This design comes from an exercise in tuning for small area and a short achievable clock period on the open sky130 flow, not from production work. At most, simulation tests tie the RTL to the original design; equivalence was not proved. No activity file was given, so power comes from the tool's default toggle rates.

== run 1 ==
==> flow/design.v (excerpt) <==
module axis_Gauss_1x5 (
  input  logic       s_axis_aclk,
  input  logic       s_axis_arstn,
  input  logic [7:0] s_axis_tdata,
  input  logic       s_axis_tvalid,
  input  logic       s_axis_tlast,
  output logic [7:0] m_axis_tdata,
  output logic       m_axis_tvalid,
  output logic       m_axis_tlast
);
logic [7:0]  d1, d2, d3, d4;
logic        v1, v2, l1, l2;
logic [13:0] cnt;
logic [9:0] b;
always_ff @(posedge s_axis_aclk) begin
  d1 <= s_axis_tdata;
  d2 <= d1;
  d3 <= d2;
  d4 <= d3;
  v1 <= s_axis_tvalid;
  v2 <= v1;
  l1 <= s_axis_tlast;
  l2 <= l1;
  b <= bnext;
end
wire [14:0] cc;
wire [13:0] cs;
wire cc_lo;
assign cc[0] = s_axis_tvalid;
gha cnt_ha0 (.a(cnt[0]), .b(cc[0]), .s(cs[0]), .co(cc[1]));
gha cnt_ha1 (.a(cnt[1]), .b(cc[1]), .s(cs[1]), .co(cc[2]));
gha cnt_ha2 (.a(cnt[2]), .b(cc[2]), .s(cs[2]), .co(cc[3]));
gha cnt_ha3 (.a(cnt[3]), .b(cc[3]), .s(cs[3]), .co(cc[4]));
gha cnt_ha4 (.a(cnt[4]), .b(cc[4]), .s(cs[4]), .co(cc[5]));
gha cnt_ha5 (.a(cnt[5]), .b(cc[5]), .s(cs[5]), .co(cc[6]));
gha cnt_ha6 (.a(cnt[6]), .b(cc[6]), .s(cs[6]), .co(cc_lo));
gha cnt_ha7 (.a(cnt[7]), .b(cc[7]), .s(cs[7]), .co(cc[8]));
gha cnt_ha8 (.a(cnt[8]), .b(cc[8]), .s(cs[8]), .co(cc[9]));
gha cnt_ha9 (.a(cnt[9]), .b(cc[9]), .s(cs[9]), .co(cc[10]));
gha cnt_ha10 (.a(cnt[10]), .b(cc[10]), .s(cs[10]), .co(cc[11]));
gha cnt_ha11 (.a(cnt[11]), .b(cc[11]), .s(cs[11]), .co(cc[12]));
  ...
Size in the first run: about 350 cells after synthesis, about 81 flip-flops, about 22 I/O pins.
==> flow/config.mk <==
export PLATFORM = sky130hd
export DESIGN_NAME = axis_Gauss_1x5
export DESIGN_NICKNAME = axis_Gauss_1x5
export VERILOG_FILES = /design/flow/design.v
export SDC_FILE = /design/flow/constraint.sdc
export NUM_CORES = 4
export LEC_CHECK = 0
export CAP_MARGIN = 20
export CORE_MARGIN = 2
export CORE_UTILIZATION = 40
export SETUP_SLACK_MARGIN = 4.6
export SLEW_MARGIN = 20
export SYNTH_HIERARCHICAL = 1
export SYNTH_MINIMUM_KEEP_SIZE = 0
==> flow/constraint.sdc <==
create_clock -name core_clock -period 8.0 [get_ports {s_axis_aclk}]
set_input_delay 1.6000 -clock core_clock [delete_from_list [all_inputs] [get_ports {s_axis_aclk}]]
set_output_delay 1.6000 -clock core_clock [all_outputs]
set_load 0.01 [all_outputs]
standard.sh (not shown) runs the stock make flow with config.mk's settings and CLKGATE_MAP_FILE= SYNTH_SCRIPT=/design/flow/synth_recipe.tcl, a recipe that flattens the netlist after the stock synthesis.
==> flow/flow/run.sh <==
#!/bin/bash
# Layout flow: the standard flow, with plain buffers on the ports and a clock
# tree of small buffers without dummy loads.
export BUFFER_PORTS_ARGS="-buffer_cell sky130_fd_sc_hd__buf_2"
export CTS_ARGS="-sink_clustering_enable -repair_clock_nets -dont_use_dummy_load -buf_list \"sky130_fd_sc_hd__clkbuf_4 sky130_fd_sc_hd__clkbuf_8\""
bash standard.sh > standard.log 2>&1
Relative to run 1, the following input files were edited for run 2:
Settings: changing SETUP_SLACK_MARGIN from 4.6 to 4.7.
Findings:
Run 2 has final critical delay including setup and external delays above what run 1 had. The type of the setup path with the least slack comes out flop to primary output in one run and primary input to flop in the other, namely in run 2 and run 1 respectively. Cmp run 1 and run 2 / largest clock skew in the final design / lower: run 2. Run 2 against run 1: sequential share of layout area decreased 0.65 points; portion of total power attributed to combinational logic increased 1.6 points; total power consumption of the routed design increased 75 uW. Number of antenna diodes came out exactly the same in run 1 and run 2.
The inputs of run 3 differ from those of run 2 as listed below.
Settings: SETUP_SLACK_MARGIN changed from 4.7 to 4.5.
==> notes.md <==
Run 3 ends up with a setup slack that is 0.0054 ns higher than in run 2. [compare] base=run 2 new=run 3: area growth from synthesis to final layout went down 2.7 points, switching power share of the total roughly the same. Diff run 2 -> run 3: final wirelength fell about 2.5%, power in the clock group shows no meaningful change, worst vdd rail ir drop decreased 6.7%. The period utilization of run 3 and that of run 2 are within noise of each other. Going from run 2 to run 3, power went down, clock network contribution to total cell area did not really move, number of fillers in the final layout rose 23, ratio of cells with drive above 1 in the final layout down 5.8 points.
Function was not checked in any run of this note: the RTL went through the layout flow alone.

axis_Gauss_1x5, a different RTL version from the one above (not shown whole).
Size: ~360 cells after synthesis, roughly 80 flip-flops, roughly 0.0044 mm² of cells after synthesis.
==> flow/design.v (excerpt) <==
module axis_Gauss_1x5 (
  input  logic       s_axis_aclk,
  input  logic       s_axis_arstn,
  input  logic [7:0] s_axis_tdata,
  input  logic       s_axis_tvalid,
  input  logic       s_axis_tlast,
  output logic [7:0] m_axis_tdata,
  output logic       m_axis_tvalid,
  output logic       m_axis_tlast
);
logic [7:0]  d1, d2, d3, d4;
logic        v1, v2, l1, l2;
logic [13:0] cnt;
logic [9:0] b;
always_ff @(posedge s_axis_aclk) begin
  d1 <= s_axis_tdata;
  d2 <= d1;
  d3 <= d2;
  d4 <= d3;
  v1 <= s_axis_tvalid;
  v2 <= v1;
  l1 <= s_axis_tlast;
  l2 <= l1;
  b <= bnext;
end
always_ff @(posedge s_axis_aclk) begin
  if (!s_axis_arstn || s_axis_tlast)
    cnt <= '0;
  else if (s_axis_tvalid)
    cnt <= cnt + 14'd1;
end
wire edge_pt = (cnt[13:1] == 13'd1);
wire [7:0] x0 = s_axis_tdata;
wire h1_s, h1_c;
gha h1 (.a(d1[0]), .b(d2[1]), .s(h1_s), .co(h1_c));
wire f2_s, f2_c;
gfa f2 (.a(d1[1]), .b(d2[2]), .c(h1_c), .s(f2_s), .co(f2_c));
wire f3_s, f3_c;
gfa f3 (.a(d1[2]), .b(d2[3]), .c(f2_c), .s(f3_s), .co(f3_c));
wire f4_s, f4_c;
gfa f4 (.a(d1[3]), .b(d2[4]), .c(x0[4]), .s(f4_s), .co(f4_c));
wire f5_s, f5_c;
gfa f5 (.a(d1[4]), .b(d2[5]), .c(x0[5]), .s(f5_s), .co(f5_c));
wire f6_s, f6_c;
gfa f6 (.a(d1[5]), .b(d2[6]), .c(x0[6]), .s(f6_s), .co(f6_c));
wire f7_s, f7_c;
gfa f7 (.a(d1[6]), .b(d2[7]), .c(x0[7]), .s(f7_s), .co(f7_c));
wire g8 = d2[0] & x0[0];
wire p9 = d2[0] ^ x0[0];
wire g10 = h1_s & x0[1];
wire p11 = h1_s ^ x0[1];
wire g12 = f2_s & x0[2];
wire p13 = f2_s ^ x0[2];
wire g14 = x0[3] & f3_s;
wire p15 = x0[3] ^ f3_s;
wire g16 = f3_c & f4_s;
wire p17 = f3_c ^ f4_s;
wire g18 = f4_c & f5_s;
wire p19 = f4_c ^ f5_s;
wire g20 = f5_c & f6_s;
wire p21 = f5_c ^ f6_s;
wire g22 = f6_c & f7_s;
wire p23 = f6_c ^ f7_s;
wire g24 = d1[7] & f7_c;
wire p25 = d1[7] ^ f7_c;
wire q26 = g10 | (p11 & g8);
wire q27 = p11 & p9;
wire q28 = g14 | (p15 & g12);
wire q29 = p15 & p13;
  ...
==> flow/config.mk <==
export PLATFORM = sky130hd
export DESIGN_NAME = axis_Gauss_1x5
export DESIGN_NICKNAME = axis_Gauss_1x5
export VERILOG_FILES = /design/flow/design.v
export SDC_FILE = /design/flow/constraint.sdc
export NUM_CORES = 4
export LEC_CHECK = 0
export ABC_CLOCK_PERIOD_IN_PS = 8000
export CAP_MARGIN = 20
export CORE_MARGIN = 2
export CORE_UTILIZATION = 40
export SETUP_SLACK_MARGIN = 4.3
export SLEW_MARGIN = 20
export SYNTH_HIERARCHICAL = 1
export SYNTH_MINIMUM_KEEP_SIZE = 0
==> flow/constraint.sdc <==
create_clock -name core_clock -period 8.0 [get_ports {s_axis_aclk}]
set_input_delay 1.6000 -clock core_clock [delete_from_list [all_inputs] [get_ports {s_axis_aclk}]]
set_output_delay 1.6000 -clock core_clock [all_outputs]
set_load 0.01 [all_outputs]
Scripts as last shown in full above: flow/flow/run.sh
The starting point ran to the end with no violations.
Then changed:
--- a/flow/config.mk
+++ b/flow/config.mk
@@ -7,3 +7,3 @@
 export LEC_CHECK = 0
-export ABC_CLOCK_PERIOD_IN_PS = 8000
+export ABC_CLOCK_PERIOD_IN_PS = 3000
 export CAP_MARGIN = 20
The new run produced a clean layout.
Synthesized area stays the same.
Core utilization stays the same.
Global-route usage stays the same.
Setup slack does not change.
Die area does not change.
Wire length is unchanged.
No functional check of the RTL was part of any run of this note.

MS:
axis_Gauss_1x5, a different RTL version from the one above (not shown whole).
Size: ~340 cells after synthesis, roughly 81 flip-flops, ~0.0043 sq mm of cells after synthesis.
// axis_Gauss_1x5
module axis_Gauss_1x5 (
  input  logic       s_axis_aclk,
  input  logic       s_axis_arstn,
  input  logic [7:0] s_axis_tdata,
  input  logic       s_axis_tvalid,
  input  logic       s_axis_tlast,
  output logic [7:0] m_axis_tdata,
  output logic       m_axis_tvalid,
  output logic       m_axis_tlast
);
export LEC_CHECK = 0
export CAP_MARGIN = 20
export CORE_MARGIN = 2
export CORE_UTILIZATION = 40
export PLACE_DENSITY = 0.45
export SETUP_SLACK_MARGIN = 4.6
export SLEW_MARGIN = 20
export SYNTH_HIERARCHICAL = 1
export SYNTH_MINIMUM_KEEP_SIZE = 0
create_clock -name core_clock -period 8.0 [get_ports {s_axis_aclk}]
Scripts as last shown in full above: flow/flow/run.sh
Changes in TR relative to MS:
- swapping 0.45 for 0.8 in PLACE_DENSITY
==> notes.md <==
TR consumes more power than MS does. Row portion of the clock cycle consumed by the worst path in the final layout: TR higher / MS lower. Relative to MS, count of placed standard cells in the final layout, fillers left out has gone up in TR. Per the comparison of TR with MS, final standard cell area without fillers shows an increase of 36 sq um, worst slack after detailed placement climbed 0.0049 ns, sequential cell area share -0.31 points, post-route minimum period climbed 0.070 ns. Of the two values seen for beginning of the critical path, oc was produced by TR and oa[2] by MS.

==> what the ideal ports hide <==
The results above use ideal ports. As a check the final layouts listed here were re-extracted and re-timed, cells and wires unchanged. Step 1, drivers: a clkbuf_16 drives s_axis_aclk and a buf_2 each remaining input, both assumed. Step 2 times the ports against the registers' clock, not the clock port: input delays grow and output delays shrink by t, the midpoint of the rising clock arrivals with the driver on. Three values: no drivers, after step 1, after step 2; two values: the first two.
| run | t (ns) | slack for setup (ns) | hold WS [ns] | worst data-port slew with drivers (ns) | cell pins on the clock port's net |
|---|---|---|---|---|---|
| run 1 | 0.366 | 4.639 / 4.625 / 4.283 | 0.330 / 0.330 / 0.330 | 0.04 | 1 |
| run 2 | 0.373 | 4.583 / 4.551 / 4.318 | 0.326 / 0.326 / 0.326 | 0.06 | 1 |
| run 3 | 0.373 | 4.589 / 4.560 / 4.228 | 0.334 / 0.334 / 0.334 | 0.03 | 1 |
| the first run of note 2 | 0.381 | 4.356 / 4.364 / 3.983 | 0.297 / 0.297 / 0.297 | 0.03 | 1 |
| the second run of note 2 | 0.381 | 4.356 / 4.364 / 3.983 | 0.297 / 0.297 / 0.297 | 0.03 | 1 |
| MS | 0.368 | 4.626 / 4.593 / 4.278 | 0.327 / 0.327 / 0.327 | 0.03 | 1 |
| TR | 0.381 | 4.556 / 4.524 / 4.263 | 0.327 / 0.327 / 0.327 | 0.04 | 1 |
After both steps setup and hold are still met in every run listed.
